This is an optimization exercise on Yosys and OpenROAD, whose aim is small area and a short achievable clock period, not a production implementation. In this exercise RTL edits were held to simulation tests only and were not proved equivalent to the original.

Design elidon_core, start of the top module:
module elidon_core(
  input         clock,
  input         reset,
  output [15:0] imem_addr,
  input  [15:0] imem_rdata,
  output [15:0] dmem_addr,
  output        dmem_read,
  output        dmem_write,
  output [15:0] dmem_wdata,
  input  [15:0] dmem_rdata
);
Size in the first run: about 4800 cells after synthesis, about 500 flip-flops.
==> flow/config.mk <==
export PLATFORM = sky130hd
export DESIGN_NAME = elidon_core
export DESIGN_NICKNAME = elidon_core
export VERILOG_FILES = /design/flow/design.v
export SDC_FILE = /design/flow/constraint.sdc
export NUM_CORES = 4
export LEC_CHECK = 0
export ABC_AREA = 1
export CAP_MARGIN = 20
export CORE_MARGIN = 2
export CORE_UTILIZATION = 40
export CTS_BUF_LIST = sky130_fd_sc_hd__clkbuf_8 sky130_fd_sc_hd__clkbuf_16
export CTS_CLUSTER_DIAMETER = 100
export CTS_CLUSTER_SIZE = 20
export SLEW_MARGIN = 20
==> flow/constraint.sdc <==
create_clock -name core_clock -period 32.0 [get_ports {clock}]
set_input_delay 6.4000 -clock core_clock [delete_from_list [all_inputs] [get_ports {clock}]]
set_output_delay 6.4000 -clock core_clock [all_outputs]
set_load 0.01 [all_outputs]
standard.sh (not shown) runs the stock make flow with config.mk's settings and CLKGATE_MAP_FILE= SYNTH_SCRIPT=/design/flow/synth_recipe.tcl, a recipe that flattens the netlist after the stock synthesis.
==> flow/flow/run.sh <==
#!/bin/bash
# Layout flow: the standard flow (standard.sh: the standard synthesis and the ORFS
# steps, unchanged), run whole, with two optimisation settings passed to ORFS's make:
set -euo pipefail
cd "$(dirname "$0")/.."
bash standard.sh SETUP_SLACK_MARGIN=23 "BUFFER_PORTS_ARGS=-buffer_cell sky130_fd_sc_hd__buf_4" finish > standard_flow.log 2>&1
Change:
--- a/flow/design.v
+++ b/flow/design.v
@@ -29,14 +29,15 @@
   reg  [7:0] d_alo;
   reg  [15:0] d_ub;
   reg         d_sa;
   reg         d_sb;
   reg  [17:0] d_t3;
   reg  [15:0] e_res;
   reg         e_neg;
+  reg         e_lo;
   reg  [15:0] e_rdsv;
   reg         e_wb;
   reg         e_st;
   reg         e_ld;
   reg  [15:0] m_wv;
   wire [3:0]  op = d_ins[15:12];
   wire        op_c = op == 4'hc;
@@ -265,32 +266,38 @@
       default: alu = d_tgt;
     endcase
   end
   always @(posedge clock) begin
     if (reset) begin
       e_res  <= 16'h0;
       e_neg  <= 1'b0;
+      e_lo   <= 1'b0;
       e_rdsv <= 16'h0;
       e_wb   <= 1'b0;
       e_st   <= 1'b0;
       e_ld   <= 1'b0;
     end else begin
       e_res  <= alu;
+      e_lo   <= |alu[7:0];
       e_neg  <= is_div & ~b_zero & (d_sa ^ d_sb);
       e_rdsv <= (op == 4'h9) ? d_rs1 : {12'h0, d_ins[11:8]};
       e_wb   <= ~((op == 4'h9) | op_f | op_d | op_c);
       e_st   <= op == 4'h9;
       e_ld   <= op == 4'h8;
     end
   end
   wire [15:0] below;
   assign below[0] = 1'b0;
   generate
     for (gi = 1; gi < 16; gi = gi + 1) begin : g_below
-      assign below[gi] = |e_res[gi-1:0];
+      if (gi <= 8) begin : g_lo
+        assign below[gi] = |e_res[gi-1:0];
+      end else begin : g_hi
+        assign below[gi] = e_lo | (|e_res[gi-1:8]);
+      end
     end
   endgenerate
   assign dmem_addr  = e_res ^ (below & {16{e_neg}});
   assign dmem_read  = e_ld;
   assign dmem_write = e_st;
   assign dmem_wdata = e_rdsv;
   always @(posedge clock) begin
Cell area barely changes.
Wire length decreases by 0.46%.
Non-clock buffer count decreases by 22.
Setup slack is better by 0.080 ns.
Worst hold slack is better by 0.0050 ns.
Maximum frequency increases by 0.92%.
Clock-buffer cell count decreases by 2.
Synthesized cell count increases by 1.8%.
Area after synthesis increases by 1.2%.
Core utilization decreases by 0.76 points.
Global-route usage hardly moves.

========
main:
Another version of the RTL of elidon_core (not shown whole).
Size: ~4800 cells after synthesis, about 510 flip-flops.
export LEC_CHECK = 0
export ABC_AREA = 1
export CAP_MARGIN = 20
export CORE_MARGIN = 2
export CORE_UTILIZATION = 40
export CTS_BUF_LIST = sky130_fd_sc_hd__clkbuf_4 sky130_fd_sc_hd__clkbuf_8
export CTS_CLUSTER_SIZE = 30
export SLEW_MARGIN = 20
create_clock -name core_clock -period 32.0 [get_ports {clock}]
==> flow/flow/run.sh <==
#!/bin/bash
set -euo pipefail
cd "$(dirname "$0")/.."
bash standard.sh SETUP_SLACK_MARGIN=22 finish > standard_flow.log 2>&1
Changes in the feature branch relative to main:
--- a/flow/design.v
+++ b/flow/design.v
@@ -6,51 +6,53 @@
   output [15:0] dmem_addr,
   output        dmem_read,
   output        dmem_write,
   output [15:0] dmem_wdata,
   input  [15:0] dmem_rdata
 );
-  reg  [15:0] pcReg;
+  reg  [15:0] pc2;
   reg  [15:0] f_ins;
   reg  [15:0] f_rA;
   reg  [15:0] f_rB;
   reg         f_hitA;
   reg         f_hitB;
   reg  [15:0] w_last;
   reg  [255:0] rf;
   reg  [15:0] d_ins;
   reg  [15:0] d_rs1;
   reg  [15:0] d_rs2;
   reg  [15:0] d_tgt;
+  reg         d_jmp;
+  reg         d_bez;
+  reg         d_jr;
+  reg         d_z;
   reg  [7:0] d_rem;
   reg  [7:0] d_qhi;
   reg  [7:0] d_alo;
   reg  [15:0] d_ub;
   reg         d_sa;
   reg         d_sb;
   reg  [17:0] d_t3;
   reg  [15:0] e_res;
   reg         e_neg;
-  reg         e_inc;
   reg  [15:0] e_rdsv;
   reg         e_wb;
   reg         e_st;
   reg         e_ld;
   reg  [15:0] m_wv;
   wire [3:0]  op = d_ins[15:12];
   wire        op_c = op == 4'hc;
   wire        op_d = op == 4'hd;
   wire        op_e = op == 4'he;
   wire        op_f = op == 4'hf;
-  wire        rs1_zero = d_rs1 == 16'h0;
-  wire        br_en = op_d | op_e | op_f | (op_c & rs1_zero);
-  wire [15:0] br_pc = (op_d | op_e) ? d_rs1 : d_tgt;
-  assign imem_addr = br_en ? br_pc : pcReg + 16'h2;
-  always @(posedge clock) begin
-    if (reset) pcReg <= 16'hfffe;
-    else pcReg <= imem_addr;
+  wire        br_en = d_jmp | (d_bez & d_z);
+  wire [15:0] br_pc = d_jr ? d_rs1 : d_tgt;
+  assign imem_addr = br_en ? br_pc : pc2;
+  always @(posedge clock) begin
+    if (reset) pc2 <= 16'h0;
+    else pc2 <= imem_addr + 16'h2;
     f_ins <= imem_rdata;
   end
   wire [3:0]  f_op = f_ins[15:12];
   wire [3:0]  ra = imem_rdata[15] ? imem_rdata[7:4] : imem_rdata[11:8];
   wire [3:0]  rb = imem_rdata[3:0];
   wire [15:0] rA = f_hitA ? w_last : f_rA;
@@ -71,14 +73,14 @@
     f_rA   <= rf[ra*16 +: 16];
     f_rB   <= rf[rb*16 +: 16];
     f_hitA <= reset | (wb_en & (wb_addr == ra));
     f_hitB <= reset | (wb_en & (wb_addr == rb));
     w_last <= wb_d;
   end
-  wire [15:0] f_off = (f_op == 4'hc) ? {{8{f_ins[7]}}, f_ins[7:0]} :
-                      (f_op == 4'he) ? 16'h2 : {{4{f_ins[11]}}, f_ins[11:0]};
+  wire [15:0] f_offm2 = (f_op == 4'hc) ? {{8{f_ins[7]}}, f_ins[7:0]} - 16'h2 :
+                        (f_op == 4'he) ? 16'h0 : {{4{f_ins[11]}}, f_ins[11:0]} - 16'h2;
   wire        sa = rA[15];
   wire        sb = rB[15];
   wire [15:0] ua1 = sa ? 16'h0 - rA : rA;
   wire [15:0] nb = rB ^ {16{sb}};
   wire [15:0] ub = nb + {15'h0, sb};
   wire [17:0] t3 = {2'b0, ub} + {1'b0, ub, 1'b0};
@@ -127,13 +129,17 @@
                        r3_g1 ? r3_s1[7:0] : r3_x;
   wire [7:0] r3_ro = r3_r[7:0];
   always @(posedge clock) begin
     d_ins <= f_ins;
     d_rs1 <= rA;
     d_rs2 <= rB;
-    d_tgt <= pcReg + f_off;
+    d_tgt <= pc2 + f_offm2;
+    d_jmp <= (f_op == 4'hd) | (f_op == 4'he) | (f_op == 4'hf);
+    d_bez <= f_op == 4'hc;
+    d_jr  <= (f_op == 4'hd) | (f_op == 4'he);
+    d_z   <= rA == 16'h0;
     d_rem <= r3_ro;
     d_qhi <= {r0_q, r1_q, r2_q, r3_q};
     d_alo <= ua1[7:0];
     d_ub  <= ub;
     d_sa  <= sa;
     d_sb  <= sb;
@@ -248,28 +254,33 @@
     endcase
   end
   always @(posedge clock) begin
     if (reset) begin
       e_res  <= 16'h0;
       e_neg  <= 1'b0;
-      e_inc  <= 1'b0;
       e_rdsv <= 16'h0;
       e_wb   <= 1'b0;
       e_st   <= 1'b0;
       e_ld   <= 1'b0;
     end else begin
       e_res  <= alu;
       e_neg  <= is_div & ~b_zero & (d_sa ^ d_sb);
-      e_inc  <= is_div & ~b_zero & (d_sa ^ d_sb ^ q_fix);
       e_rdsv <= (op == 4'h9) ? d_rs1 : {12'h0, d_ins[11:8]};
       e_wb   <= ~((op == 4'h9) | op_f | op_d | op_c);
       e_st   <= op == 4'h9;
       e_ld   <= op == 4'h8;
     end
   end
-  assign dmem_addr  = (e_res ^ {16{e_neg}}) + {15'h0, e_inc};
+  wire [15:0] below;
+  assign below[0] = 1'b0;
+  generate
+    for (gi = 1; gi < 16; gi = gi + 1) begin : g_below
+      assign below[gi] = |e_res[gi-1:0];
+    end
+  endgenerate
+  assign dmem_addr  = e_res ^ (below & {16{e_neg}});
   assign dmem_read  = e_ld;
   assign dmem_write = e_st;
   assign dmem_wdata = e_rdsv;
   always @(posedge clock) begin
     m_wv <= e_rdsv;
   end
==> results.txt <==
Global-route total usage across every layer, main and the feature branch, higher one = main. Diff main -> the feature branch: ratio of routed vias to standard cells climbed about 0.5%, mean instance size in the synthesized netlist has increased. Ff count | the feature branch vs main | the feature branch higher. Max freq main -> the feature branch: improved. Comparing main and the feature branch, the higher setup slack is on the feature branch. Length of routed met3 wiring: the feature branch > main. Taking main as the reference, in the feature branch mapped cell area dropped about 0.8%, count of placed standard cells in the final layout, fillers left out dropped 1.3%, share of the cycle needed by the critical path after routing dropped 0.60 points. main and the feature branch all finish clean. Re final wirelength: the feature branch is 4.4% down on main. The global-route wire length before repair reported for the feature branch is smaller than that of main by 3.8%.

==> afterwards: timing with drivers on the ports <==
In the flow no input, the clock included, has a driving cell. The finished layouts below were timed again as built, in two steps. Step 1 assumes that a clkbuf_16 drives the clock port and a buf_2 every other input. Step 2 times the ports against the registers' clock, not the clock port: input delays grow and output delays shrink by t, the midpoint of the rising clock arrivals with the driver on. a / b / c = ideal ports / drivers / drivers and shift; a / b = the first two.
run	shift t [ns]	setup slack, ns	clock arrival spread, ns
the first run of note 1	0.686	23.174 / 23.111 / 22.599	0.039 / 0.039
the second run of note 1	0.677	23.255 / 23.189 / 22.701	0.045 / 0.045
main	0.766	22.278 / 22.211 / 21.612	0.051 / 0.051
the feature branch	0.782	22.468 / 22.407 / 21.878	0.053 / 0.053
After both steps setup and hold are still met in every run listed. For main, which loses most, drivers alone change the setup slack by -0.067 ns; drivers and shift together by -0.666 ns.
